Background: an optimization exercise with open tools, aiming at small area. Do not read the settings as production practice. In this exercise RTL edits were held to simulation tests only and were not proved equivalent to the original. Power is estimated from default activity; no workload was simulated.

==> design.v <==
`timescale 1ns / 1ps
module ackerchip (
  input  wire        clock,
  input  wire        reset,                    
  input  wire        rs232_Data_out_valid,
  input  wire [7:0]  rs232_Data_out,
  input  wire        rs232_Ready_for_Data_in,
  output wire        rs232_Data_in_valid,
  output wire [7:0]  rs232_Data_in,
  input  wire        adc_Data_out_valid,
  input  wire [13:0] adc_Data_out_ch0,
  input  wire [13:0] adc_Data_out_ch1,
  output wire        oc_rotation_on,
  output wire        oc_power,
  output wire        oc_action,
  output wire        pwm_out
);
reg  [7:0] count;
reg        pwm_q;
reg  [7:0] distance;
reg        power;
always @(posedge clock) begin
  if (reset == 1'b0) count <= 8'd0;
  else               count <= count + 8'd1;
  pwm_q <= (distance > count) & power;
end
assign pwm_out = pwm_q;
reg F;
always @(posedge clock)
  if (reset == 1'b0)  F <= 1'b1;
  else if (count[2])  F <= 1'b0;
wire intro = F & (count[2:0] == 3'd0);    
wire first = F & (count[2:0] != 3'd0);    
wire [1:0] s = count[1:0] - 2'd1;          
reg [16:0] T0, T1, T2, T3;
reg [3:0]  K0, K1, K2, K3;
reg        D0, D1, D2, D3;                
reg [3:0]  set_k;
reg [1:0]  set_s;
reg        set_v;
reg  [7:0] delay;
wire       delay_done = (delay == 8'd0);
reg  [1:0] da_st;                          
wire       da_ready = ~da_st[1];
wire [3:0]  ho = T0[16:13];
wire [12:0] hi = T0[12:0];
wire hi_z = (hi == 13'd0);
wire ho_z = (ho == 4'd0);
wire tdone = hi_z & ho_z;
wire sample = ~F & adc_Data_out_valid & da_ready & tdone & delay_done;
reg [12:0] ldef, ldef1;
always @(*) begin
  case (s)
    2'd0: begin ldef = 13'd1500; ldef1 = 13'd1499; end
    2'd1: begin ldef = 13'd1700; ldef1 = 13'd1699; end
    2'd2: begin ldef = 13'd1925; ldef1 = 13'd1924; end
    default: begin ldef = 13'd2125; ldef1 = 13'd2124; end
  endcase
end
wire [12:0] i_dec = hi_z ? (ho_z ? 13'd0 : 13'd7499) : hi - 13'd1;
wire [3:0]  o_dec = (hi_z & ~ho_z) ? ho - 4'd1 : ho;
reg [16:0] t_new;
always @(*) begin
  if (first)       t_new = {4'd0, ldef1};
  else if (sample) t_new = D0 ? {4'd0, ldef} : {K0, 13'd0};
  else             t_new = {o_dec, i_dec};
end
wire [1:0] wslot = set_s - count[1:0];
wire w0 = set_v & (wslot == 2'd0);
wire w1 = set_v & (wslot == 2'd1);
wire w2 = set_v & (wslot == 2'd2);
wire w3 = set_v & (wslot == 2'd3);
always @(posedge clock) begin
  T0 <= T1; T1 <= T2; T2 <= T3; T3 <= t_new;
  K0 <= w0 ? set_k : K1;
  K1 <= w1 ? set_k : K2;
  K2 <= w2 ? set_k : K3;
  K3 <= w3 ? set_k : K0;
  if (reset == 1'b0) begin
    D0 <= 1'b1; D1 <= 1'b1; D2 <= 1'b1; D3 <= 1'b1;
  end else begin
    D0 <= ~w0 & D1;
    D1 <= ~w1 & D2;
    D2 <= ~w2 & D3;
    D3 <= ~w3 & D0;
  end
  delay <= (intro | sample) ? 8'd250 : (delay_done ? 8'd0 : delay - 8'd1);
end
reg [13:0] sdata;
reg [1:0]  stype;
reg [5:0]  t6;
reg        tx_valid;
reg [7:0]  tx_data;
wire t6_z  = (t6 == 6'd0);
wire send0 = (da_st == 2'd2) & rs232_Ready_for_Data_in;
wire send1 = (da_st == 2'd3) & rs232_Ready_for_Data_in & t6_z;
always @(posedge clock) begin
  if (sample) begin
    sdata <= s[0] ? adc_Data_out_ch1 : adc_Data_out_ch0;
    stype <= s;
  end
  t6 <= (da_st == 2'd2) ? 6'd50 : (t6_z ? 6'd0 : t6 - 6'd1);
  if (reset == 1'b0) begin
    da_st    <= 2'd0;
    tx_valid <= 1'b0;
    tx_data  <= 8'd0;
  end else begin
    case (da_st)
      2'd0: da_st <= sample ? 2'd1 : 2'd0;
      2'd1: da_st <= 2'd2;
      2'd2: da_st <= rs232_Ready_for_Data_in ? 2'd3 : 2'd2;
      default: da_st <= send1 ? 2'd0 : 2'd3;
    endcase
    tx_valid <= send0 | send1;
    if (send0)      tx_data <= {stype, sdata[13:8]};
    else if (send1) tx_data <= sdata[7:0];
  end
end
assign rs232_Data_in_valid = tx_valid;
assign rs232_Data_in       = tx_data;
reg        last_valid;
reg        rot;
reg  [1:0] q;
reg  [4:0] pump_time;
reg  [12:0] X;
reg  [7:0] last_pos;
reg        action;
wire rx   = rs232_Data_out_valid & ~last_valid;
wire [7:0] d = rs232_Data_out;
wire b0   = (q == 2'd0);
wire b1   = (q == 2'd1);
wire b2   = (q == 2'd2);
wire pump = (q == 2'd3) & ~rot;
wire pt_z = (pump_time == 5'd0);
wire px_z = (X[10:0] == 11'd0);
wire steps_z = (X[12:5] == 8'd0);
wire [12:0] xdec = X - 13'd1;
wire reload2000 = rot ? steps_z : px_z;
always @(posedge clock) begin
  if (~q[1])
    X <= {d - last_pos, 5'd30};
  else if (q[0])
    X <= reload2000 ? 13'd2000 : {xdec[12:1], xdec[0] & ~(rot & (X[4:0] == 5'd0))};
  if (b0)
    pump_time <= d[4:0];
  else if (pump & px_z & ~pt_z)
    pump_time <= pump_time - 5'd1;
  if (b2) distance <= d;
  set_k <= d[3:0];
  set_s <= d[5:4];
  if (reset == 1'b0) begin
    last_valid <= 1'b0;
    rot        <= 1'b0;
    q          <= 2'd0;
    last_pos   <= 8'd0;
    action     <= 1'b0;
    power      <= 1'b0;
    set_v      <= 1'b0;
  end else begin
    last_valid <= rs232_Data_out_valid;
    set_v      <= b0 & rx & (d[7:6] == 2'b01);
    power      <= pump & ~pt_z;
    if (b0)
      action <= rx & (d[7:5] == 3'b001);
    else if (pump & pt_z)
      action <= 1'b0;
    if (b1 & rx) last_pos <= d;
    case (q)
      2'd0: if (rx & (d[7:6] == 2'b00)) q <= 2'd1;
      2'd1: if (rx) q <= 2'd2;
      2'd2: if (rx) begin q <= 2'd3; rot <= 1'b1; end
      default:
        if (rot) begin
          if (steps_z) rot <= 1'b0;
        end else if (pt_z) q <= 2'd0;
    endcase
  end
end
assign oc_rotation_on = rot;
assign oc_power       = power;
assign oc_action      = action;
endmodule
==> run.sh <==
#!/bin/bash
# synth_recipe.tcl (not shown) runs the flow's synth.tcl, then flattens the netlist and writes it again
# the make line also repeats each setting of config.mk as NAME=value (left out here)
make -C /OpenROAD-flow-scripts/flow DESIGN_CONFIG=/design/flow/config.mk WORK_HOME=/design/flow/orfs CLKGATE_MAP_FILE= SYNTH_SCRIPT=/design/flow/synth_recipe.tcl finish
==> config.mk <==
export PLATFORM = sky130hd
export DESIGN_NAME = ackerchip
export DESIGN_NICKNAME = ackerchip
export VERILOG_FILES = /design/flow/design.v
export SDC_FILE = /design/flow/constraint.sdc
export NUM_CORES = 4
export LEC_CHECK = 0
export CAP_MARGIN = 20
export CORE_MARGIN = 2
export CORE_UTILIZATION = 60
export CTS_BUF_LIST = sky130_fd_sc_hd__clkbuf_8
export CTS_CLUSTER_DIAMETER = 100
export CTS_CLUSTER_SIZE = 30
export PLACE_DENSITY = 0.7
export SLEW_MARGIN = 20
==> constraint.sdc <==
create_clock -name core_clock -period 10.0 [get_ports {clock}]
set_input_delay 2.0000 -clock core_clock [delete_from_list [all_inputs] [get_ports {clock}]]
set_output_delay 2.0000 -clock core_clock [all_outputs]
set_load 0.01 [all_outputs]
==> results of run 1 <==
## stage by stage
step                instances  setup slack [ps]
CTS                       951              6240
global route              952              6010
floorplan                 709              6360
finish                    952              6190
global placement          919              5800
detailed placement        919              5770
## layer usage
metal | share of wire, % | global-route usage [%] | vias to the layer above
li1 | - | - | 2596
met3 | 3.5 | 5.87 | 24
met2 | 49 | 40.4 | 98
met4 | 1.6 | 7.69 | 0
met5 | 0 | 0 | -
met1 | 45 | 30.5 | 2530
## placed cells by master, fill, tap and decap left out, drive strengths merged, types with 4 or more instances in the layout
cell type,synthesis,final
clkdlybuf4s50,0,53
o21ai,24,24
o21bai,4,4
o211a,8,8
clkbuf,16,18
nand4,4,4
ha,40,40
mux2i,17,17
and2,14,14
o22ai,13,13
edfxtp,37,37
nor2b,16,16
nand2,47,47
mux2,31,31
dfxtp,149,149
a21oi,21,21
inv,44,52
xnor2,18,18
a211oi,4,4
or3,5,5
o21a,7,7
buf,3,5
nand3b,6,6
nor2,45,45
nor3,29,29
nor3b,9,9
nand3,30,30
xor2,16,16
clkinv,2,5
nand2b,5,5
## sequential cells by signal, summed over array words and instances, names as in the netlist, 8 cells and up
name	count
T3	17
X	13
last_pos	8
T0	17
sdata	14
count	8
T1	17
T2	17
tx_data	8
delay	8
distance	8
## worst paths after layout
| check | startpoint | endpoint |
|---|---|---|
| setup / recovery | rs232_Data_out[0] | X[11]$_DFFE_PP_ |
| setup reg to reg | q[1]$_SDFFE_PN0P_ | q[1]$_SDFFE_PN0P_ |
| hold / removal | T2[1]$_DFF_P_ | T1[1]$_DFF_P_ |
| hold reg to reg | T2[1]$_DFF_P_ | T1[1]$_DFF_P_ |
## area by class of cell
cell class / count / area share (%)
multi-input cells: 458 / 37.7
flip-flops and latches: 186 / 46.7
clock inverters: 14 / 1.81
well taps: 172 / 2.46
inverters: 46 / 1.97
clock buffers: 18 / 2.83
repair buffers: 58 / 6.52
## worst reg2reg max path: stages, from the launching register on
cell and delay [ps]:
dfxtp_1 770, inv_1 330, ha_1 470, or3b_2 510
nand4_1 160, mux2i_1 200, nor2b_1 60
## power by group
group | internal [mW] | switching (mW)
combinational | 0.175 | 0.193
clock | 0.236 | 0.272
sequential | 0.927 | 0.0957
## logic make-up after synthesis
family,Yosys count,share of synthesized area (%)
AOI/OAI and AO/OA,108,9.55
DFF,186,53.6
muxes,48,6.80
xor gates and xnor gates,34,3.90
buffers and inverters,65,3.24
adders and majority gates,41,6.81
and+or+nand+nor,227,16.1
==> run notes, run 1 <==
CTS Sinks: 186
Tot Pwr: 1.90 mW
Number of global-route vias before repair: 4996
# hold bufs at CTS: 0
Routed WL: 15500 µm
Clock Latency Late Sink: 460 ps
Slew Limit Headroom: 48.3%
Worst path depth: 10
Top-count cell post-synth: dfxtp_1
CP Data Arrival Time: 3990 ps
Flop-to-flop setup slack: 7400 ps
Final setup violating endpoints: 0
Pwr/cell area: 217 nW/µm²
Setup bufs post-CTS: 0
Hold depth: 0
CP Capture Type: flip-flop
Detail Route Antenna Nets: 0
Top cells by area, synth: dfxtp_1 (39%), edfxtp_1 (15%), ha_1 (6.6%)
#FFs+latches synth: 186
Number of antenna violations at the first check in global routing: 0
Synth Area per Inst: 10.8 µm²
Dominant cell type by area after synthesis: dfxtp_1
IO Pins: 54
Cell mode on critical path: inv_1
Ys async rst share: 0%
# fillers: 965
Max-Cap Viols: 0
Gpl congestion: 0.835
HP Class: reg2reg
Yosys Warn Count: 1
H-Tree Depth: 4
Die Width: 117 µm
Share of cells above drive strength 1: 10.6%
Crit-path cells: clkdlybuf4s50_1 -> inv_1 -> ha_1 -> inv_1 -> fa_1 -> a211oi_1 -> o21bai_1 -> a21oi_1 -> xor2_1 -> o32ai_1
CP required: 10180 ps
Fin util: 70.0%
Crit path max-delay cell type: clkdlybuf4s50_1
Ys flop type: dfxtp_1
Final TNS setup: 0 ps
Number of port buffers: 53
Via/cell ratio: 5.51
Global Route Usage Sum: 24.0%
Drt wl/cell: 16.3 µm
Total gr overflow: 0
Vias: 5248
Initial Util: 61.0%
Post-synth EDFFs: 37
Sequential share of the synthesized area: 53.6%
ANT cells: 0
First-pass GRT wire length: 24800 µm
Final net count: 849
Sequential cell area: 4090 µm²
Die Y: 117 µm
Post-route cell area: 8760 µm²
Worst Skew: 6.58 ps
Synth top area share: 39.0%
Unique masters post-synth: 63
Worst VDD drop: 131 µV
Post-cts resize count: 0
Core ar.: 12500 µm²
CP max stage delay: 450 ps
Pins over their slew limit: 0
Crit path max fanout: 3
R2R cell count: 6
Area of the die: 13700 µm²
Period utilisation layout: 38.1%
Worst-margin pin slew: 764 ps
Top Family by Delay on Critical Path: buffers and inverters
Root buffer cell: clkbuf_8
Multi-input logic area: 3300 µm²
Area growth syn-to-layout: 14.7%
Fmax: 262 MHz
Post-synthesis net count: 791
Mapped Area: 7640 µm²
Initial DRC Count: 343
CTS Buffer Depth: 2
Final Hold Viols: 0
1st-pass router iterations: 5
WP buf/inv: 3
Pleak: 3.54 nW
Largest net degree at the start of global routing: 39
Hpwl dp: 11200 µm
Cts bufs inserted: 17
Placed Area: 8340 µm²
Hold_ws: 333 ps
Std cell rows: 41
Most frequent cells after synthesis: dfxtp_1 (149), nand2_1 (47), nor2_1 (45)
Fin crit period: 3810 ps
Critical path startpoint category: primary input
Mapped Cells: 709
RSZ-0062 raised after global routing: no
Status: finished clean
WS Path Type: in2reg
Clk slew on worst S/H paths: 100 ps
CTS tree: built
# DRC: 0
==> inputs of run 2 (changes only) <==
--- a/config.mk
+++ b/config.mk
@@ -8,8 +8,5 @@
 export CAP_MARGIN = 20
 export CORE_MARGIN = 2
-export CORE_UTILIZATION = 60
-export CTS_BUF_LIST = sky130_fd_sc_hd__clkbuf_8
-export CTS_CLUSTER_DIAMETER = 100
-export CTS_CLUSTER_SIZE = 30
-export PLACE_DENSITY = 0.7
+export CORE_UTILIZATION = 40
+export PLACE_DENSITY = 0.6
 export SLEW_MARGIN = 20
==> run 2 against run 1 <==
Synthesized cell count did not move. Non-clock buffer count did not move. Count of clock-buffer cells in the layout unchanged. Via count is 1.1% lower. Combinational power shrank 2%. Sequential cell count unchanged. Global-route usage is 7.4 points lower. Total power rose by 7.2%. First-iteration DRC count down 56%. Cell count rose by 6.5%.
==> run notes, run 2 <==
Via/cell ratio: 5.12
1st-pass router iterations: 4
Worst VDD drop: 145 µV
Detail Route Antenna Nets: 0
H-Tree Depth: 4
Initial Util: 40.8%
Final setup violating endpoints: 0
Std cell rows: 50
Clock power frac: 32.0%
Cts bufs inserted: 17
Worst Setup EP: X[11]$_DFFE_PP_
Slew Limit Headroom: 35.1%
Top cells by area, synth: dfxtp_1 (39%), edfxtp_1 (15%), ha_1 (6.6%)
CP max stage delay: 440 ps
Fin util: 48.1%
Net Sw Power: 582 µW
Clock Latency Late Sink: 440 ps
Final net count: 849
Hold_ws: 326 ps
ANT cells: 0
CP Data Arrival Time: 3980 ps
Int Pwr: 1.45 mW
Largest net degree at the start of global routing: 39
WS Path Type: in2reg
Worst-margin pin slew: 973 ps
Post-synthesis net count: 791
Vias: 5190
Mapped Area: 7640 µm²
Final TNS setup: 0 ps
Mapped Cells: 709
Dominant cell type by area after synthesis: dfxtp_1
Reg2reg start: count[0]$_SDFF_PN0_
Core ar.: 18700 µm²
Post-cts resize count: 0
RSZ-0062 raised after global routing: no
Number of antenna violations at the first check in global routing: 0
Initial DRC Count: 151
Post-synth EDFFs: 37
Synth Area per Inst: 10.8 µm²
Status: finished clean
Routed WL: 15800 µm
Critical path startpoint category: primary input
CTS Buffer Depth: 2
Clk slew on worst S/H paths: 70 ps
Pleak: 3.61 nW
Yosys Warn Count: 1
Commonest cells after routing, fill and taps aside: dfxtp_1 (149), clkdlybuf4s50_1 (53), nand2_1 (47)
Worst path depth: 10
Die Y: 142 µm
# hold bufs at CTS: 0
Global Route Usage Sum: 16.6%
Fin crit period: 3820 ps
# DRC: 0
Final Hold Viols: 0
CP Launch Point: rs232_Data_out[0]
Fmax: 262 MHz
CTS Sinks: 186
#FFs+latches synth: 186
Number of global-route vias before repair: 5329
Period utilisation layout: 38.2%
Post-route cell area: 9000 µm²
Drt wl/cell: 15.6 µm
Area of the die: 20200 µm²
Most frequent cells after synthesis: dfxtp_1 (149), nand2_1 (47), nor2_1 (45)
CP required: 10160 ps
Number of port buffers: 53
IO Pins: 54
Part of the power in registers: 50.4%
CTS tree: built
Max-Cap Viols: 0
Total gr overflow: 0
Ys flop type: dfxtp_1
Tot Pwr: 2.03 mW
Area growth syn-to-layout: 17.8%
Gpl congestion: 0.832
Cell mode on critical path: inv_1
Unique masters post-synth: 63
Pins over their slew limit: 0
Top-count cell post-synth: dfxtp_1
Ys async rst share: 0%
CP Capture Type: flip-flop
Crit-path cells: clkdlybuf4s50_1 -> inv_1 -> ha_1 -> inv_1 -> fa_1 -> a211oi_1 -> o21bai_1 -> a21oi_1 -> xor2_1 -> o32ai_1
Root buffer cell: clkbuf_16
Placed Area: 8420 µm²
R2R cell count: 5
Crit path max fanout: 3
Synth top area share: 39.0%
Pwr/cell area: 226 nW/µm²
Worst Skew: 10.4 ps
Most common cell after layout, fill and taps aside: dfxtp_1
Die Width: 142 µm
Hpwl dp: 11500 µm
Top Family by Delay on Critical Path: buffers and inverters
Flop-to-flop setup slack: 7210 ps
Switching Share: 28.6%
Setup bufs post-CTS: 0
HP Class: reg2reg
Comb pwr share: 17.7%
R2r endpoint: K3[1]$_DFF_P_
Crit path max-delay cell type: clkdlybuf4s50_1
First-pass GRT wire length: 26300 µm
Share of cells above drive strength 1: 10.3%
Sequential share of the synthesized area: 53.6%
WP buf/inv: 3
## run 2: kinds of logic after synthesis
family | after synthesis | synth area share [%]
and+or+nand+nor | 227 | 16.1
muxes | 48 | 6.80
AOI/OAI and AO/OA | 108 | 9.55
adders and majority gates | 41 | 6.81
buffers and inverters | 65 | 3.24
DFF | 186 | 53.6
xor gates and xnor gates | 34 | 3.90
## run 2: area by class of cell
class	instances	area, µm²
Clock buffer	18	429
Multi-Input combinational cell	458	3300
Inverter	46	173
Timing Repair Buffer	58	576
Tap cell	234	293
Fill cell	1709	9700
Sequential cell	186	4090
Clock inverter	14	140
## run 2: power by group through the flow
stage,Combinational [mW],Sequential [mW],Clock [mW]
floorplan,0.280,1.01,0
global placement,0.348,1.03,0
detailed placement,0.360,1.04,0
CTS,0.363,1.03,0.666
global route,0.404,1.04,0.698
finish,0.360,1.02,0.650
## run 2: worst reg2reg max path, stage by stage, from the launching register on
cell	delay (ps)
dfxtp_1	960
ha_1	300
xnor2_1	130
xnor2_1	140
nor3b_1	730
mux2_2	420
## run 2: metal layers
metal	vias up	GRT usage [%]	share of wire, %
li1	2607	-	-
met1	2490	19.5	45
met2	68	29.1	50
met3	25	3.84	3.0
met4	0	6.89	1.9
met5	-	0	0
## run 2: metrics by stage
stage | worst slack [ps] | std cells
3_3_place_gp | 5810 | 981
4_1_cts | 6190 | 1013
5_1_grt | 6000 | 1014
2_1_floorplan | 6360 | 709
6_report | 6180 | 1014
3_5_place_dp | 5730 | 981
## run 2: worst min path at each step
stage,from,slack [ps],endpoint,cells past startpoint
after floorplan,T1[0]$_DFF_P_,310,T0[0]$_DFF_P_,0
after global placement,T3[12]$_SDFF_PP0_,310,T2[12]$_DFF_P_,0
after detailed placement,T1[8]$_DFF_P_,310,T0[8]$_DFF_P_,0
after CTS,T2[11]$_DFF_P_,330,T1[11]$_DFF_P_,0
after global routing,T3[9]$_DFF_P_,330,T2[9]$_DFF_P_,0
final,T2[11]$_DFF_P_,330,T1[11]$_DFF_P_,0
==> inputs of run 3 (changes only) <==
--- a/design.v
+++ b/design.v
@@ -52,12 +52,15 @@
 always @(*) begin
   case (s)
-    2'd0: begin ldef = 13'd1500; ldef1 = 13'd1499; end
-    2'd1: begin ldef = 13'd1700; ldef1 = 13'd1699; end
-    2'd2: begin ldef = 13'd1925; ldef1 = 13'd1924; end
-    default: begin ldef = 13'd2125; ldef1 = 13'd2124; end
+    2'd0: begin ldef = 13'd2353; ldef1 = 13'd4707; end    
+    2'd1: begin ldef = 13'd1574; ldef1 = 13'd3149; end    
+    2'd2: begin ldef = 13'd7127; ldef1 = 13'd6063; end    
+    default: begin ldef = 13'd5175; ldef1 = 13'd2159; end  
   endcase
 end
-wire [12:0] i_dec = hi_z ? (ho_z ? 13'd0 : 13'd7499) : hi - 13'd1;
-wire [3:0]  o_dec = (hi_z & ~ho_z) ? ho - 4'd1 : ho;
+wire hi_fb = (hi[12] ^ hi[3] ^ hi[2] ^ hi[0]) & (hi[11:0] != 12'd0);
+wire [12:0] hi_step = {hi[11:0], hi_fb};
+wire wrap = hi_z & ~ho_z;
+wire [12:0] i_dec = hi_step | (wrap ? 13'd676 : 13'd0);    
+wire [3:0]  o_dec = wrap ? ho - 4'd1 : ho;
 reg [16:0] t_new;
 always @(*) begin
@@ -85,5 +88,5 @@
     D3 <= ~w3 & D0;
   end
-  delay <= (intro | sample) ? 8'd250 : (delay_done ? 8'd0 : delay - 8'd1);
+  delay <= (intro | sample) ? 8'd35 : {delay[6:0], (delay[7] ^ delay[5] ^ delay[4] ^ delay[3]) & (delay[6:0] != 7'd0)};   
 end
 reg [13:0] sdata;
@@ -100,5 +103,5 @@
     stype <= s;
   end
-  t6 <= (da_st == 2'd2) ? 6'd50 : (t6_z ? 6'd0 : t6 - 6'd1);
+  t6 <= (da_st == 2'd2) ? 6'd10 : {t6[4:0], (t6[5] ^ t6[4]) & (t6[4:0] != 5'd0)};   
   if (reset == 1'b0) begin
     da_st    <= 2'd0;
@@ -134,12 +137,16 @@
 wire pt_z = (pump_time == 5'd0);
 wire px_z = (X[10:0] == 11'd0);
-wire steps_z = (X[12:5] == 8'd0);
-wire [12:0] xdec = X - 13'd1;
-wire reload2000 = rot ? steps_z : px_z;
+wire at_target = (last_pos == X[12:5]);
+wire rt_e = (X[4:0] == 5'b00001);
+wire px_fb = (X[10] ^ X[8]) & (X[9:0] != 10'd0);
+wire [10:0] px_step = {X[9:0], px_fb} | (px_z ? 11'd13 : 11'd0);
 always @(posedge clock) begin
   if (~q[1])
-    X <= {d - last_pos, 5'd30};
-  else if (q[0])
-    X <= reload2000 ? 13'd2000 : {xdec[12:1], xdec[0] & ~(rot & (X[4:0] == 5'd0))};
+    X <= {d, 5'b00010};
+  else if (rot) begin
+    if (at_target) X[10:0] <= 11'd13;
+    else           X[4:0]  <= {X[3:0], X[4] ^ X[2]};
+  end else if (q[0])
+    X[10:0] <= px_step;
   if (b0)
     pump_time <= d[4:0];
@@ -165,5 +172,5 @@
     else if (pump & pt_z)
       action <= 1'b0;
-    if (b1 & rx) last_pos <= d;
+    if (rot & rt_e & ~at_target) last_pos <= last_pos + 8'd1;
     case (q)
       2'd0: if (rx & (d[7:6] == 2'b00)) q <= 2'd1;
@@ -172,5 +179,5 @@
       default:
         if (rot) begin
-          if (steps_z) rot <= 1'b0;
+          if (at_target) rot <= 1'b0;
         end else if (pt_z) q <= 2'd0;
     endcase
--- a/config.mk
+++ b/config.mk
@@ -8,5 +8,6 @@
 export CAP_MARGIN = 20
 export CORE_MARGIN = 2
-export CORE_UTILIZATION = 40
-export PLACE_DENSITY = 0.6
+export CORE_UTILIZATION = 60
+export CTS_BUF_LIST = sky130_fd_sc_hd__clkbuf_8
+export PLACE_DENSITY = 0.7
 export SLEW_MARGIN = 20
==> run 3 against run 2 <==
Clock power decreased by 17%. First-iteration DRC count increased by 11%. Critical path depth decreased by 9. Cell count decreased by 21%. Critical endpoint is now oc_rotation_on. Highest routed layer unchanged.
==> run notes, run 3 <==
Post-synthesis net count: 651
CTS Buffer Depth: 2
Yosys Warn Count: 1
Most frequent cells after synthesis: dfxtp_1 (149), edfxtp_1 (37), nand2_1 (36)
Synth Area per Inst: 11.7 µm²
Crit-path cells: clkdlybuf4s50_1
Top cells by area, synth: dfxtp_1 (43%), edfxtp_1 (16%), mux2_2 (5.3%)
Crit path max fanout: 13
# DRC: 0
Routed WL: 12700 µm
Area growth syn-to-layout: 15.9%
Top-count cell post-synth: dfxtp_1
Unique masters post-synth: 61
Vias: 4356
H-Tree Depth: 4
Top Family by Delay on Critical Path: flip-flops
Crit path max-delay cell type: dfxtp_1
Initial Util: 60.9%
Status: finished clean
Largest net degree at the start of global routing: 46
Setup Slack @ Placement: 5840 ps
Hpwl dp: 8890 µm
Post-synth EDFFs: 37
Pleak: 3.14 nW
Setup bufs post-CTS: 0
Critical path startpoint category: flip-flop
Fin crit period: 3740 ps
Die Width: 111 µm
Final Hold Viols: 0
Mapped Area: 6860 µm²
Die Y: 111 µm
Ys flop type: dfxtp_1
Worst-margin pin slew: 960 ps
Pwr/cell area: 223 nW/µm²
Worst Skew: 10.5 ps
Drt wl/cell: 15.9 µm
Gpl congestion: 0.816
Cts bufs inserted: 17
CP Data Arrival Time: 1740 ps
1st-pass router iterations: 4
Setup WS post-layout: 6260 ps
First-pass GRT wire length: 21700 µm
Final TNS setup: 0 ps
Number of port buffers: 53
RSZ-0062 raised after global routing: no
Root buffer cell: clkbuf_8
Core ar.: 11300 µm²
Worst VDD drop: 224 µV
Detail Route Antenna Nets: 0
Area of the die: 12300 µm²
CP Capture Type: primary output
Clk slew on worst S/H paths: 100 ps
Number of global-route vias before repair: 4522
Initial DRC Count: 168
Pins over their slew limit: 0
Mapped Cells: 584
ANT cells: 0
Final net count: 708
Via/cell ratio: 5.47
CP max stage delay: 640 ps
WP buf/inv: 1
Most common cell after layout, fill and taps aside: dfxtp_1
Clock Latency Late Sink: 470 ps
Dominant cell type by area after synthesis: dfxtp_1
Fmax: 268 MHz
Slew Limit Headroom: 36.0%
Number of antenna violations at the first check in global routing: 0
CP required: 8000 ps
CTS Sinks: 186
Ys async rst share: 0%
Synth top area share: 43.5%
Total gr overflow: 0
WS Path Type: reg2out
CTS tree: built
HP Class: reg2reg
Commonest cells after routing, fill and taps aside: dfxtp_1 (149), clkdlybuf4s50_1 (53), edfxtp_1 (37)
Fin util: 70.6%
# hold bufs at CTS: 0
#FFs+latches synth: 186
Max-Cap Viols: 0
IO Pins: 54
Post-cts resize count: 0
Sequential share of the synthesized area: 59.7%
Share of cells above drive strength 1: 11.8%
Flop-to-flop setup slack: 7340 ps
Final setup violating endpoints: 0
Hold_ws: 334 ps
Global Route Usage Sum: 22.2%
Period utilisation layout: 37.4%
Std cell rows: 39
-- run 3: cell count changes after synthesis, sizes merged, moves of 6 or more --
cell and change:
inv -10, a21oi -6, ha -14, nor2b -9
xnor2 +8, o22ai -9, nand2 -10, nor2 -26
a22o +6, nor3 -17, xor2 -12, nand3 -19
-- run 3: cell type report --
type                            instances  area [µm²]
Sequential cell                       186        4090
Inverter                               35         131
Timing Repair Buffer                   55         546
Clock buffer                           17         234
Tap cell                              143         179
Multi-Input combinational cell        346        2570
Fill cell                             857        3320
Clock inverter                         15         199
-- run 3: through the flow --
stage / cells / cell area (µm²) / power (mW)
finish: 797 / 7950 / 1.77
global route: 797 / 7950 / 1.86
CTS: 797 / 7950 / 1.79
detailed placement: 765 / 7520 / 1.25
global placement: 765 / 7520 / 1.23
floorplan: 584 / 6860 / 1.16
-- run 3: path summary, 6_finish.rpt --
path,cells past startpoint,endpoint,start
setup reg to reg,5,X[10]$_DFFE_PP_,X[6]$_DFFE_PP_
hold reg to reg,0,T1[10]$_DFF_P_,T2[10]$_DFF_P_
setup / recovery,1,oc_rotation_on,rot$_SDFFE_PN0P_
hold / removal,0,T1[10]$_DFF_P_,T2[10]$_DFF_P_
-- run 3: power breakdown --
group	switching (mW)	leakage, nW	internal, mW
clock	0.279	0.219	0.258
sequential	0.0732	1.58	0.909
combinational	0.124	1.34	0.129
-- run 3: metal layers --
layer / track usage, % / share of wire [%] / wire length [µm]
met4: 7.83 / 1.2 / 147
met3: 5.69 / 2.9 / 362
met5: 0 / 0 / 0
met2: 37.3 / 49 / 6170
met1: 27.9 / 47 / 5970
-- run 3: cells by family (layout without fill, tap and decap cells) --
family / Yosys count / count (layout) / share of synthesized area (%)
and+or+nand+nor: 151 / 151 / 12.2
xor gates and xnor gates: 30 / 30 / 3.83
DFF: 186 / 186 / 59.7
AOI/OAI and AO/OA: 92 / 92 / 9.28
buffers and inverters: 52 / 122 / 2.86
muxes: 47 / 47 / 7.44
adders and majority gates: 26 / 26 / 4.74
==> inputs of run 4 (changes only) <==
==> flow/run.sh (new file) <==
#!/bin/bash
# Own layout flow: the standard flow (standard synthesis unchanged), with
# the port buffers made from buf_1 cells and clock tree synthesis run without
# dummy loads. Each tool's output goes to the ORFS logs under orfs/logs; make's
# own output goes to standard.log in this folder.
set -euo pipefail
export BUFFER_PORTS_ARGS="-buffer_cell sky130_fd_sc_hd__buf_1"
export CTS_ARGS="-sink_clustering_enable -repair_clock_nets -dont_use_dummy_load -buf_list sky130_fd_sc_hd__clkbuf_8"
bash standard.sh > standard.log 2>&1
==> standard.sh (new file) <==
#!/bin/bash
# synth_recipe.tcl (not shown) runs the flow's synth.tcl, then flattens the netlist and writes it again
# the make line also repeats each setting of config.mk as NAME=value (left out here)
make -C /OpenROAD-flow-scripts/flow DESIGN_CONFIG=/design/flow/config.mk WORK_HOME=/design/flow/orfs CLKGATE_MAP_FILE= SYNTH_SCRIPT=/design/flow/synth_recipe.tcl "${@:-finish}"
removed: run.sh
==> run 4 against run 3 <==
Still clean on timing, DRC and antenna. Via count shrank 0.30%. Worst setup slack better by 450 ps. Utilization shrank 4.7 points. Register-to-register slack barely moved. Hold slack lost 25 ps. Highest routed layer unchanged.
==> run notes, run 4 <==
Status: finished clean
Period utilisation layout: 32.9%
Mapped Area: 6860 µm²
CP Capture Type: flip-flop
WP buf/inv: 2
Ys flop type: dfxtp_1
Worst VDD drop: 159 µV
HP Class: reg2reg
Pwr/cell area: 214 nW/µm²
Total gr overflow: 0
Setup WS post-layout: 6710 ps
Area growth syn-to-layout: 8.19%
1st-pass router iterations: 8
Top-count cell post-synth: dfxtp_1
Final Hold Viols: 0
Final setup violating endpoints: 0
Crit path max-delay cell type: inv_2
CTS tree: built
Post-route cell area: 7420 µm²
Die Width: 111 µm
RSZ-0062 raised after global routing: no
First-pass GRT wire length: 20300 µm
Post-synth EDFFs: 37
Most common cell after layout, fill and taps aside: dfxtp_1
Final TNS setup: 0 ps
# hold bufs at CTS: 0
ANT cells: 0
IO Pins: 54
Std cell rows: 39
CP Data Arrival Time: 3620 ps
Pleak: 2.90 nW
# DRC: 0
Area of the die: 12300 µm²
CP max stage delay: 390 ps
Top Family by Delay on Critical Path: simple AND/OR/NAND/NOR gates
Dominant cell type by area after synthesis: dfxtp_1
Crit-path cells: buf_1 -> nor4b_1 -> and4b_1 -> nand2_2 -> inv_2 -> a31oi_1 -> and2_1
Switching Share: 25.6%
Final net count: 708
Global Route Usage Sum: 20.8%
Fmax: 304 MHz
Synth top area share: 43.5%
Unique masters post-synth: 61
Pins over their slew limit: 0
Post-synthesis net count: 651
Number of port buffers: 53
Drt wl/cell: 15.4 µm
Share of cells above drive strength 1: 9.70%
Detail Route Antenna Nets: 0
Slew Limit Headroom: 30.2%
Vias: 4343
H-Tree Depth: 4
Number of antenna violations at the first check in global routing: 0
Sequential share of the synthesized area: 59.7%
Comb pwr share: 15.2%
Largest net degree at the start of global routing: 46
Post-cts resize count: 0
Worst-margin pin slew: 1050 ps
Int Pwr: 1.18 mW
Mapped Cells: 584
Setup Slack @ Placement: 6230 ps
Number of global-route vias before repair: 4226
Tot Pwr: 1.58 mW
Net Sw Power: 406 µW
Cts bufs inserted: 17
Fin crit period: 3290 ps
Hpwl dp: 8600 µm
Via/cell ratio: 5.55
Clock Latency Late Sink: 460 ps
Ys async rst share: 0%
Synth Area per Inst: 11.7 µm²
Root buffer cell: clkbuf_8
Top cells by area, synth: dfxtp_1 (43%), edfxtp_1 (16%), mux2_2 (5.3%)
#FFs+latches synth: 186
Clk slew on worst S/H paths: 100 ps
Initial Util: 60.9%
Routed WL: 12000 µm
Critical path startpoint category: primary input
Placed Area: 7190 µm²
CTS Sinks: 186
WS Path Type: in2reg
Core ar.: 11300 µm²
Initial DRC Count: 208
Setup bufs post-CTS: 0
Part of the power in registers: 62.0%
Gpl congestion: 0.818
Max-Cap Viols: 0
Yosys Warn Count: 1
Clock power frac: 22.8%
Die Y: 111 µm
CTS Buffer Depth: 2
Worst Skew: 29.2 ps
Commonest cells after routing, fill and taps aside: dfxtp_1 (149), buf_1 (53), edfxtp_1 (37)
CP required: 10340 ps
Most frequent cells after synthesis: dfxtp_1 (149), edfxtp_1 (37), nand2_1 (36)
Crit path max fanout: 22
## run 4: cell types whose count changed in the layout (fill, tap and decap cells not counted), sizes merged
cell           delta
buf              +53
clkdlybuf4s50    -53
inv              -11
bufinv            -3
clkinvlp          -1
## run 4: through the flow
step / cells / hold WS, ps / utilization (%)
2_1_floorplan: 584 / 310 / -
3_3_place_gp: 765 / 310 / 63.8
3_5_place_dp: 765 / 312 / 63.8
4_1_cts: 782 / 316 / 65.8
5_1_grt: 782 / 324 / 65.8
6_report: 782 / 310 / 65.8
## run 4: layout make-up
type	count	area, µm²
inverter	35	131
clock buffer	17	234
timing repair buffer	55	214
tap	143	179
multi-input combinational	346	2570
sequential	186	4090
fill	895	3850
## run 4: final timing paths
kind	cells after the start	start	end	slack, ps
setup / recovery	7	adc_Data_out_valid	delay[2]$_SDFF_PP0_	6710
hold / removal	0	T3[5]$_DFF_P_	T2[5]$_DFF_P_	310
setup reg to reg	5	X[6]$_DFFE_PP_	X[10]$_DFFE_PP_	7340
hold reg to reg	0	T3[5]$_DFF_P_	T2[5]$_DFF_P_	310
## run 4: kinds of logic (layout without fill, tap and decap cells)
kind of cell / count (synthesis) / in the layout / synth area share [%]
flip-flops: 186 / 186 / 59.7
AND/OR/NAND/NOR: 151 / 151 / 12.2
AO/OA/AOI/OAI: 92 / 92 / 9.28
buffers and inverters: 52 / 107 / 2.86
multiplexers: 47 / 47 / 7.44
XOR/XNOR: 30 / 30 / 3.83
adder cells (fa/ha/maj): 26 / 26 / 4.74
## run 4: routing by layer
layer  vias to the layer above  global-route usage, %  wire (µm)
met5                         -                      0          0
met2                        95                   33.6       5800
met4                         0                   6.58        158
met1                      2076                   27.5       5570
met3                        14                   5.74        516
li1                       2158                      -          -
## run 4: power groups by stage
| stage | sequential, mW | clock (mW) | combinational [mW] |
|---|---|---|---|
| 2_1_floorplan | 0.969 | 0 | 0.194 |
| 3_3_place_gp | 0.993 | 0 | 0.230 |
| 3_5_place_dp | 0.998 | 0 | 0.240 |
| 4_1_cts | 0.983 | 0.372 | 0.243 |
| 5_1_grt | 0.997 | 0.400 | 0.273 |
| 6_report | 0.983 | 0.361 | 0.241 |
==> inputs of run 5 (changes only) <==
--- a/design.v
+++ b/design.v
@@ -36,7 +36,7 @@
 reg [3:0]  K0, K1, K2, K3;
 reg        D0, D1, D2, D3;                
-reg [3:0]  set_k;
-reg [1:0]  set_s;
-reg        set_v;
+reg        set_v;                          
+wire [3:0] set_k;
+wire [1:0] set_s;
 reg  [7:0] delay;
 wire       delay_done = (delay == 8'd0);
@@ -92,7 +92,7 @@
 reg [13:0] sdata;
 reg [1:0]  stype;
-reg [5:0]  t6;
 reg        tx_valid;
 reg [7:0]  tx_data;
+wire [5:0] t6 = sdata[13:8];
 wire t6_z  = (t6 == 6'd0);
 wire send0 = (da_st == 2'd2) & rs232_Ready_for_Data_in;
@@ -102,6 +102,8 @@
     sdata <= s[0] ? adc_Data_out_ch1 : adc_Data_out_ch0;
     stype <= s;
-  end
-  t6 <= (da_st == 2'd2) ? 6'd10 : {t6[4:0], (t6[5] ^ t6[4]) & (t6[4:0] != 5'd0)};   
+  end else if (send0)
+    sdata[13:8] <= 6'd10;
+  else if (da_st == 2'd3)
+    sdata[13:8] <= {t6[4:0], (t6[5] ^ t6[4]) & (t6[4:0] != 5'd0)};
   if (reset == 1'b0) begin
     da_st    <= 2'd0;
@@ -130,4 +132,6 @@
 reg        action;
 wire rx   = rs232_Data_out_valid & ~last_valid;
+assign set_k = X[8:5];
+assign set_s = X[10:9];
 wire [7:0] d = rs232_Data_out;
 wire b0   = (q == 2'd0);
@@ -154,6 +158,4 @@
     pump_time <= pump_time - 5'd1;
   if (b2) distance <= d;
-  set_k <= d[3:0];
-  set_s <= d[5:4];
   if (reset == 1'b0) begin
     last_valid <= 1'b0;
==> run 5 against run 4 <==
Worst setup slack lost 510 ps. Fmax shrank 13%. Still clean on timing, DRC and antenna. Largest power group unchanged. Critical path depth shrank 1. Die area shrank 1.3%. Global-route usage grew 1.7 points.
==> run notes, run 5 <==
Status: finished clean
Initial Util: 61.9%
Reg2reg start: T0[7]$_DFF_P_
RSZ-0062 raised after global routing: no
Worst-margin pin slew: 892 ps
Area growth syn-to-layout: 7.58%
1st-pass router iterations: 5
Sequential share of the synthesized area: 57.0%
Cts bufs inserted: 17
CTS tree: built
Detail Route Antenna Nets: 0
Hold Path Origin: T3[0]$_SDFF_PP1_
Setup bufs post-CTS: 0
Synth Area per Inst: 11.5 µm²
# hold bufs at CTS: 0
Global Route Usage Sum: 22.5%
Vias: 4441
Period utilisation layout: 37.9%
Post-cts resize count: 0
IO Pins: 54
Number of antenna violations at the first check in global routing: 0
Mapped Area: 6770 µm²
Dominant cell type by area after synthesis: dfxtp_1
R2R cell count: 5
Yosys Warn Count: 1
Top-count cell post-synth: dfxtp_1
Placed Cells: 764
CP required: 10120 ps
Crit path max fanout: 17
Clk slew on worst S/H paths: 90 ps
Clock Latency Late Sink: 450 ps
Root buffer cell: clkbuf_8
Initial DRC Count: 196
Die Y: 110 µm
Post-synth EDFFs: 37
# DRC: 0
Final net count: 711
Area of the die: 12100 µm²
CP Data Arrival Time: 3910 ps
Post-synthesis net count: 656
Most common cell after layout, fill and taps aside: dfxtp_1
R2r endpoint: sdata[11]$_DFFE_PP_
Worst Skew: 30.3 ps
Mapped Cells: 588
Fmax: 264 MHz
Core ar.: 10900 µm²
Share of cells above drive strength 1: 8.89%
Total gr overflow: 0
Hpwl dp: 8970 µm
CP Capture Type: flip-flop
Critical path startpoint category: primary input
#FFs+latches synth: 174
Fin crit period: 3790 ps
Gpl congestion: 0.772
Commonest cells after routing, fill and taps aside: dfxtp_1 (137), buf_1 (53), nand2_1 (45)
Std cell rows: 38
Ys async rst share: 0%
ANT cells: 0
Pleak: 2.83 nW
Via/cell ratio: 5.69
Slew Limit Headroom: 40.5%
Final TNS setup: 0 ps
Largest net degree at the start of global routing: 25
Final setup violating endpoints: 0
HP Class: reg2reg
First-pass GRT wire length: 20600 µm
Top cells by area, synth: dfxtp_1 (41%), edfxtp_1 (16%), ha_1 (5.0%)
Number of global-route vias before repair: 4333
Routed WL: 12500 µm
Pwr/cell area: 206 nW/µm²
H-Tree Depth: 4
# fillers: 883
Worst VDD drop: 181 µV
Hold Path Sink: T2[0]$_DFF_P_
Flop-to-flop setup slack: 7130 ps
CTS Sinks: 174
Final Non-Filler Cells: 781
Synth top area share: 40.5%
Most frequent cells after synthesis: dfxtp_1 (137), nand2_1 (45), edfxtp_1 (37)
Hold depth: 0
Final Hold Viols: 0
Die Width: 110 µm
CTS Buffer Depth: 2
Unique masters post-synth: 58
Pins over their slew limit: 0
Drt wl/cell: 16.0 µm
Max-Cap Viols: 0
Number of port buffers: 53
Ys flop type: dfxtp_1
Tot Pwr: 1.50 mW
WS Path Type: in2reg
run 5: cell types whose count changed after synthesis, sizes merged, moves of 5 or more:
cell   change
mux2i      +6
nor3       +5
nand2      +8
buf        +5
dfxtp     -12
a21oi      +6
inv        -6
mux2       -7
run 5: layout make-up:
| class | count | area [µm²] | area share (%) |
|---|---|---|---|
| Tap cell | 140 | 175 | 2.41 |
| Multi-Input combinational cell | 365 | 2690 | 36.9 |
| Sequential cell | 174 | 3850 | 52.9 |
| Timing Repair Buffer | 55 | 214 | 2.94 |
| Clock buffer | 17 | 234 | 3.21 |
| Inverter | 30 | 114 | 1.56 |
run 5: metal layers:
| layer | vias to the layer above | part of all wire (%) | wire length [µm] | track usage (%) |
|---|---|---|---|---|
| li1 | 2185 | - | - | - |
| met1 | 2152 | 45 | 5580 | 27.6 |
| met2 | 98 | 50 | 6290 | 38.4 |
| met3 | 6 | 4.5 | 561 | 6.58 |
| met4 | 0 | 0.76 | 95 | 7.05 |
| met5 | - | 0 | 0 | 0 |
run 5: stage by stage:
| stage | hold WS, ps | utilization (%) | instance area [µm²] | setup slack (ps) |
|---|---|---|---|---|
| after global placement | 310 | 64.4 | 7050 | 5890 |
| final | 325 | 66.6 | 7280 | 6210 |
| after floorplan | 310 | - | 6770 | 6340 |
| after detailed placement | 312 | 64.4 | 7050 | 5790 |
| after CTS | 324 | 66.6 | 7280 | 6260 |
| after global routing | 335 | 66.6 | 7280 | 6080 |
run 5: worst max path at each step:
stage,depth (start not counted),to,slack (ps),startpoint
after floorplan,6,sdata[10]$_DFFE_PP_,6340,adc_Data_out_valid
after global placement,6,sdata[10]$_DFFE_PP_,5890,adc_Data_out_valid
after detailed placement,6,sdata[12]$_DFFE_PP_,5790,adc_Data_out_valid
after CTS,6,sdata[11]$_DFFE_PP_,6260,adc_Data_out_valid
after global routing,6,sdata[11]$_DFFE_PP_,6080,adc_Data_out_valid
final,6,sdata[11]$_DFFE_PP_,6210,adc_Data_out_valid
run 5: cell families (layout without fill, tap and decap cells):
family	Yosys count	in the layout	share of synthesized area (%)
simple gates	159	159	12.9
xor+xnor	31	31	4.01
flops	174	174	57.0
compound gates	102	102	10.5
fa+ha+maj	27	27	4.99
buf+inv	49	102	3.31
mux	46	46	7.27
run 5: critical path, stage by stage:
cell,delay (ps)
buf_1,110
nor4b_1,490
and3_1,470
nand3_4,190
clkinv_2,330
or3_1,310
run 5: power breakdown:
| part | leakage [nW] | internal [mW] | total, mW | switching, mW |
|---|---|---|---|---|
| clock network | 0.122 | 0.150 | 0.354 | 0.204 |
| registers | 1.48 | 0.849 | 0.917 | 0.0679 |
| logic | 1.23 | 0.108 | 0.226 | 0.118 |
| total | 2.83 | 1.11 | 1.50 | 0.389 |
==> inputs of run 6 (changes only) <==
--- a/config.mk
+++ b/config.mk
@@ -8,6 +8,6 @@
 export CAP_MARGIN = 20
 export CORE_MARGIN = 2
-export CORE_UTILIZATION = 60
+export CORE_UTILIZATION = 75
 export CTS_BUF_LIST = sky130_fd_sc_hd__clkbuf_8
-export PLACE_DENSITY = 0.7
+export PLACE_DENSITY = 0.85
 export SLEW_MARGIN = 20
==> run 6 against run 5 <==
Register-to-register slack worse by 90 ps. Clock skew up 11 ps. Utilization rose by 16 points. Non-clock buffer count unchanged. Wire length increased by 4.5%. Fmax is 0.88% lower. Design area decreased by 0.55%. Sequential cell count unchanged. Synthesized cell count is the same. Cell count down 4.1%. Clock power about the same. Die area shrank 19%.
==> run notes, run 6 <==
Number of global-route vias before repair: 4601
Comb pwr share: 15.3%
Yosys Warn Count: 1
Die Width: 99.0 µm
Final TNS setup: 0 ps
Top-count cell post-synth: dfxtp_1
Total gr overflow: 0
IO Pins: 54
Fmax: 261 MHz
Hold depth: 0
Setup bufs post-CTS: 0
CTS Sinks: 174
Int Pwr: 1.11 mW
WS Path Type: in2reg
Drt wl/cell: 17.5 µm
Hold_ws: 315 ps
Crit path max fanout: 17
Pins over their slew limit: 0
Clock Latency Late Sink: 440 ps
Net Sw Power: 403 µW
Flop-to-flop setup slack: 7040 ps
Vias: 4560
Top cells by area, synth: dfxtp_1 (41%), edfxtp_1 (16%), ha_1 (5.0%)
Status: finished clean
Initial DRC Count: 234
CP required: 10080 ps
CP Launch Point: adc_Data_out_valid
Hpwl dp: 9350 µm
Ys async rst share: 0%
Detail Route Antenna Nets: 0
Final net count: 711
Part of the power in registers: 61.4%
Std cell rows: 34
Die Y: 99.0 µm
Post-synthesis net count: 656
RSZ-0062 raised after global routing: no
HP Class: reg2reg
Pleak: 2.83 nW
Unique masters post-synth: 58
1st-pass router iterations: 5
Dominant cell type by area after synthesis: dfxtp_1
Switching Share: 26.7%
Clk slew on worst S/H paths: 90 ps
Commonest cells after routing, fill and taps aside: dfxtp_1 (137), buf_1 (53), nand2_1 (45)
CTS Buffer Depth: 2
Worst Skew: 41.3 ps
Period utilisation layout: 38.3%
Synth Area per Inst: 11.5 µm²
Final Hold Viols: 0
Max-Cap Viols: 0
CP Data Arrival Time: 3910 ps
Fin crit period: 3830 ps
Number of port buffers: 53
Post-synth EDFFs: 37
Largest net degree at the start of global routing: 37
# hold bufs at CTS: 0
Worst VDD drop: 149 µV
First-pass GRT wire length: 21600 µm
Number of antenna violations at the first check in global routing: 0
Area growth syn-to-layout: 6.99%
Initial Util: 77.6%
CTS tree: built
#FFs+latches synth: 174
CP Capture Type: flip-flop
Global Route Usage Sum: 28.1%
Pwr/cell area: 209 nW/µm²
Cts bufs inserted: 17
Area of the die: 9800 µm²
Share of cells above drive strength 1: 8.89%
Routed WL: 13100 µm
Worst Setup EP: sdata[12]$_DFFE_PP_
# DRC: 0
Post-cts resize count: 0
Worst-margin pin slew: 848 ps
Core ar.: 8720 µm²
Slew Limit Headroom: 43.3%
Synth top area share: 40.5%
Root buffer cell: clkbuf_8
H-Tree Depth: 4
Mapped Cells: 588
Reg2reg start: T0[0]$_DFF_P_
Sequential share of the synthesized area: 57.0%
Most frequent cells after synthesis: dfxtp_1 (137), nand2_1 (45), edfxtp_1 (37)
Mapped Area: 6770 µm²
Clock power frac: 23.3%
Gpl congestion: 0.821
Setup Slack @ Placement: 5780 ps
Critical path startpoint category: primary input
Hold Path Origin: T2[0]$_DFF_P_
R2r endpoint: sdata[12]$_DFFE_PP_
Ys flop type: dfxtp_1
Tot Pwr: 1.51 mW
Setup WS post-layout: 6170 ps
ANT cells: 0
Final setup violating endpoints: 0
Via/cell ratio: 6.09
R2R cell count: 5
Most common cell after layout, fill and taps aside: dfxtp_1
run 6: metal layers:
metal,part of all wire [%],GRT usage [%],up-vias
met3,5.4,5.25,47
met2,49,47.8,185
met5,0,0,-
li1,-,-,2188
met4,3.0,12.2,0
met1,43,35.1,2140
run 6: cell type report:
| type | instances | area, µm² |
|---|---|---|
| clock buffer | 17 | 234 |
| fill | 512 | 1480 |
| inverter | 30 | 114 |
| multi-input combinational | 365 | 2690 |
| sequential | 174 | 3850 |
| tap | 108 | 135 |
| timing repair buffer | 55 | 214 |
run 6: how the worst min path moves through the flow:
| stage | slack, ps | end |
|---|---|---|
| floorplan | 310 | T0[0]$_DFF_P_ |
| CTS | 310 | T2[8]$_DFF_P_ |
| detailed placement | 310 | T1[0]$_DFF_P_ |
| global placement | 310 | T1[0]$_DFF_P_ |
| finish | 320 | T1[0]$_DFF_P_ |
| global route | 320 | T2[8]$_DFF_P_ |
run 6: critical path: stages:
cell and delay, ps:
buf_1 100, nor4b_1 500, and3_1 480, nand3_4 190, clkinv_2 320, or3_1 320
run 6: stage by stage:
step,util [%],std cells,instance area [µm²]
after floorplan,-,588,6770
after global placement,80.3,732,7010
after global routing,83.0,749,7240
after detailed placement,80.3,732,7010
after CTS,83.0,749,7240
final,83.0,749,7240
run 6: power groups by stage:
stage / combinational, mW / sequential, mW / clock (mW)
after floorplan: 0.183 / 0.906 / 0
after global placement: 0.211 / 0.932 / 0
after detailed placement: 0.226 / 0.941 / 0
after CTS: 0.230 / 0.928 / 0.356
after global routing: 0.255 / 0.940 / 0.381
final: 0.231 / 0.927 / 0.352
run 6: cell families (layout without fill, tap and decap cells):
kind of cell	count (synthesis)	in the layout	synth area share, %
AO/OA/AOI/OAI	102	102	10.5
XOR/XNOR	31	31	4.01
AND/OR/NAND/NOR	159	159	12.9
adder cells (fa/ha/maj)	27	27	4.99
flip-flops	174	174	57.0
buffers and inverters	49	102	3.31
multiplexers	46	46	7.27
==> inputs of run 7 (changes only) <==
--- a/design.v
+++ b/design.v
@@ -20,8 +20,15 @@
 reg  [7:0] distance;
 reg        power;
+reg pwm_gt;
+integer gi;
+always @(*) begin
+  pwm_gt = 1'b0;
+  for (gi = 0; gi < 8; gi = gi + 1)
+    pwm_gt = count[gi] ? (distance[gi] & pwm_gt) : (distance[gi] | pwm_gt);
+end
 always @(posedge clock) begin
   if (reset == 1'b0) count <= 8'd0;
   else               count <= count + 8'd1;
-  pwm_q <= (distance > count) & power;
+  pwm_q <= pwm_gt & power;
 end
 assign pwm_out = pwm_q;
@@ -96,6 +103,6 @@
 wire [5:0] t6 = sdata[13:8];
 wire t6_z  = (t6 == 6'd0);
-wire send0 = (da_st == 2'd2) & rs232_Ready_for_Data_in;
-wire send1 = (da_st == 2'd3) & rs232_Ready_for_Data_in & t6_z;
+wire send0 = (da_st == 2'd3) & rs232_Ready_for_Data_in;
+wire send1 = (da_st == 2'd2) & rs232_Ready_for_Data_in & t6_z;
 always @(posedge clock) begin
   if (sample) begin
@@ -104,5 +111,5 @@
   end else if (send0)
     sdata[13:8] <= 6'd10;
-  else if (da_st == 2'd3)
+  else if (da_st == 2'd2)
     sdata[13:8] <= {t6[4:0], (t6[5] ^ t6[4]) & (t6[4:0] != 5'd0)};
   if (reset == 1'b0) begin
@@ -113,7 +120,7 @@
     case (da_st)
       2'd0: da_st <= sample ? 2'd1 : 2'd0;
-      2'd1: da_st <= 2'd2;
-      2'd2: da_st <= rs232_Ready_for_Data_in ? 2'd3 : 2'd2;
-      default: da_st <= send1 ? 2'd0 : 2'd3;
+      2'd1: da_st <= 2'd3;
+      2'd3: da_st <= rs232_Ready_for_Data_in ? 2'd2 : 2'd3;
+      default: da_st <= send1 ? 2'd0 : 2'd2;
     endcase
     tx_valid <= send0 | send1;
@@ -137,6 +144,6 @@
 wire b0   = (q == 2'd0);
 wire b1   = (q == 2'd1);
-wire b2   = (q == 2'd2);
-wire pump = (q == 2'd3) & ~rot;
+wire b2   = (q == 2'd3);
+wire pump = (q == 2'd2) & ~rot;
 wire pt_z = (pump_time == 5'd0);
 wire px_z = (X[10:0] == 11'd0);
@@ -151,5 +158,5 @@
     if (at_target) X[10:0] <= 11'd13;
     else           X[4:0]  <= {X[3:0], X[4] ^ X[2]};
-  end else if (q[0])
+  end else if (~q[0])
     X[10:0] <= px_step;
   if (b0)
@@ -177,6 +184,6 @@
     case (q)
       2'd0: if (rx & (d[7:6] == 2'b00)) q <= 2'd1;
-      2'd1: if (rx) q <= 2'd2;
-      2'd2: if (rx) begin q <= 2'd3; rot <= 1'b1; end
+      2'd1: if (rx) q <= 2'd3;
+      2'd3: if (rx) begin q <= 2'd2; rot <= 1'b1; end
       default:
         if (rot) begin
--- a/config.mk
+++ b/config.mk
@@ -8,6 +8,6 @@
 export CAP_MARGIN = 20
 export CORE_MARGIN = 2
-export CORE_UTILIZATION = 75
+export CORE_UTILIZATION = 60
 export CTS_BUF_LIST = sky130_fd_sc_hd__clkbuf_8
-export PLACE_DENSITY = 0.85
+export PLACE_DENSITY = 0.7
 export SLEW_MARGIN = 20
==> run 7 against run 6 <==
Still clean. Register-to-register slack gained 320 ps. Combinational power increased by 23%. Synthesized area fell by 3.8%. Wire length shrank 4.6%. Cell count up 1.9%. Fmax up 15%. Clock power about the same. Sequential share of layout area is 1.3 points higher. Hold slack about the same.
==> run notes, run 7 <==
Area of the die: 11700 µm²
Number of global-route vias before repair: 4173
Tot Pwr: 1.59 mW
H-Tree Depth: 4
Commonest cells after routing, fill and taps aside: dfxtp_1 (137), buf_1 (53), nand2_1 (44)
Global Route Usage Sum: 22.8%
Initial Util: 60.9%
Mapped Cells: 568
Fmax: 302 MHz
RSZ-0062 raised after global routing: no
Setup Slack @ Placement: 6320 ps
Setup WS post-layout: 6680 ps
IO Pins: 54
Hpwl dp: 8940 µm
Pins over their slew limit: 0
Detail Route Antenna Nets: 0
First-pass GRT wire length: 20300 µm
Pwr/cell area: 226 nW/µm²
Total gr overflow: 0
HP Class: reg2reg
Slew Limit Headroom: 34.4%
Synth top area share: 42.1%
Max-Cap Viols: 0
Final Non-Filler Cells: 763
Most frequent cells after synthesis: dfxtp_1 (137), nand2_1 (44), edfxtp_1 (37)
Synth Area per Inst: 11.5 µm²
Worst-margin pin slew: 980 ps
Share of cells above drive strength 1: 9.15%
Number of port buffers: 53
Root buffer cell: clkbuf_8
Post-route cell area: 7060 µm²
Cts bufs inserted: 17
CP Data Arrival Time: 3650 ps
Clk slew on worst S/H paths: 90 ps
Critical path startpoint category: primary input
Initial DRC Count: 237
ANT cells: 0
Setup bufs post-CTS: 0
Post-synthesis net count: 624
CTS tree: built
Drt wl/cell: 16.4 µm
Core ar.: 10700 µm²
CP Capture Type: flip-flop
Top-count cell post-synth: dfxtp_1
Mapped Area: 6510 µm²
# DRC: 0
Status: finished clean
Worst Skew: 32.1 ps
Area growth syn-to-layout: 8.49%
WS Path Type: in2reg
Ys flop type: dfxtp_1
Vias: 4277
1st-pass router iterations: 4
Gpl congestion: 0.871
Final net count: 681
Fin util: 66.0%
Placed Cells: 746
Crit path max fanout: 11
Die Width: 108 µm
Dominant cell type by area after synthesis: dfxtp_1
Worst VDD drop: 167 µV
Fin crit period: 3320 ps
# hold bufs at CTS: 0
Routed WL: 12500 µm
# fillers: 865
Number of antenna violations at the first check in global routing: 0
Via/cell ratio: 5.61
Final Hold Viols: 0
Placed Area: 6820 µm²
Largest net degree at the start of global routing: 33
Sequential share of the synthesized area: 59.2%
Top cells by area, synth: dfxtp_1 (42%), edfxtp_1 (17%), mux2_2 (4.3%)
CP required: 10340 ps
Ys async rst share: 0%
Clock Latency Late Sink: 450 ps
Final setup violating endpoints: 0
Post-cts resize count: 0
Pleak: 2.83 nW
Final TNS setup: 0 ps
Die Y: 108 µm
Most common cell after layout, fill and taps aside: dfxtp_1
CTS Sinks: 174
Yosys Warn Count: 1
#FFs+latches synth: 174
CTS Buffer Depth: 2
Post-synth EDFFs: 37
Std cell rows: 38
Period utilisation layout: 33.2%
Unique masters post-synth: 60
Hold_ws: 315 ps
==> run 7: logic make-up after synthesis <==
group,Yosys count,synth area share [%]
multiplexers,42,6.94
AND/OR/NAND/NOR,166,13.5
adder cells (fa/ha/maj),16,3.04
AO/OA/AOI/OAI,92,9.65
XOR/XNOR,37,4.98
flip-flops,174,59.2
buffers and inverters,41,2.69
==> run 7: final cells by class <==
type / instances / area (µm²) / area share (%)
clock buffer: 17 / 234 / 3.31
inverter: 24 / 90.1 / 1.28
multi-input combinational: 353 / 2500 / 35.4
sequential: 174 / 3850 / 54.6
tap: 140 / 175 / 2.48
timing repair buffer: 55 / 214 / 3.03
==> run 7: power by group <==
group,internal (mW),leakage [nW],switching (mW)
registers,0.867,1.48,0.0880
logic,0.134,1.23,0.152
clock network,0.150,0.122,0.203
==> run 7: critical path: stages <==
cell and delay, ps:
buf_1 80, nand3_1 170, nor4_2 740, nor2_1 330, a32oi_1 240, o21ai_1 80
==> run 7: layer usage <==
| layer | vias up | GRT usage (%) | wire (µm) |
|---|---|---|---|
| met1 | 2066 | 29.5 | 5740 |
| met4 | 0 | 8.79 | 197 |
| met2 | 99 | 36.9 | 6030 |
| met5 | - | 0 | 0 |
| li1 | 2093 | - | - |
| met3 | 19 | 5.91 | 524 |
==> run 7: path summary, 6_finish.rpt <==
path	to	from	cells after the start	slack [ps]
setup / recovery	T3[10]$_DFF_P_	adc_Data_out_valid	6	6680
hold / removal	T2[12]$_DFF_P_	T3[12]$_DFF_P_	0	320
setup reg to reg	T3[10]$_DFF_P_	T0[3]$_DFF_P_	6	7360
hold reg to reg	T2[12]$_DFF_P_	T3[12]$_DFF_P_	0	320

==> what the ideal ports hide <==
The flow's constraints put no driver on any port. The routed layouts listed below were extracted and timed again, unchanged, in two steps.
Step 1 (the two cells are an assumption about what drives the block):
set clk [get_ports {clock}]
set_driving_cell -lib_cell sky130_fd_sc_hd__clkbuf_16 $clk
set_driving_cell -lib_cell sky130_fd_sc_hd__buf_2 [delete_from_list [all_inputs] $clk]
Step 2 also shifts input and output timing later by t, the mid clock arrival at the registers, as if the neighbouring blocks saw the same clock.
a / b / c = ideal / step 1 / step 2; a / b = the first two.
run | t, ns | setup WS [ns] | pins driven straight from the clock port
run 1 | 0.492 | 6.188 / 6.203 / 5.711 | 1
run 2 | 0.477 | 6.177 / 6.200 / 5.723 | 1
run 3 | 0.493 | 6.265 / 6.232 / 5.837 | 1
run 4 | 0.476 | 6.712 / 6.710 / 6.243 | 1
run 5 | 0.472 | 6.207 / 6.219 / 5.747 | 1
run 6 | 0.455 | 6.173 / 6.182 / 5.727 | 1
run 7 | 0.467 | 6.684 / 6.685 / 6.218 | 1
After both steps every run listed still meets setup and hold. The setup slack of run 1, which loses most, moves by +0.015 ns with the drivers and by -0.477 ns with both steps.
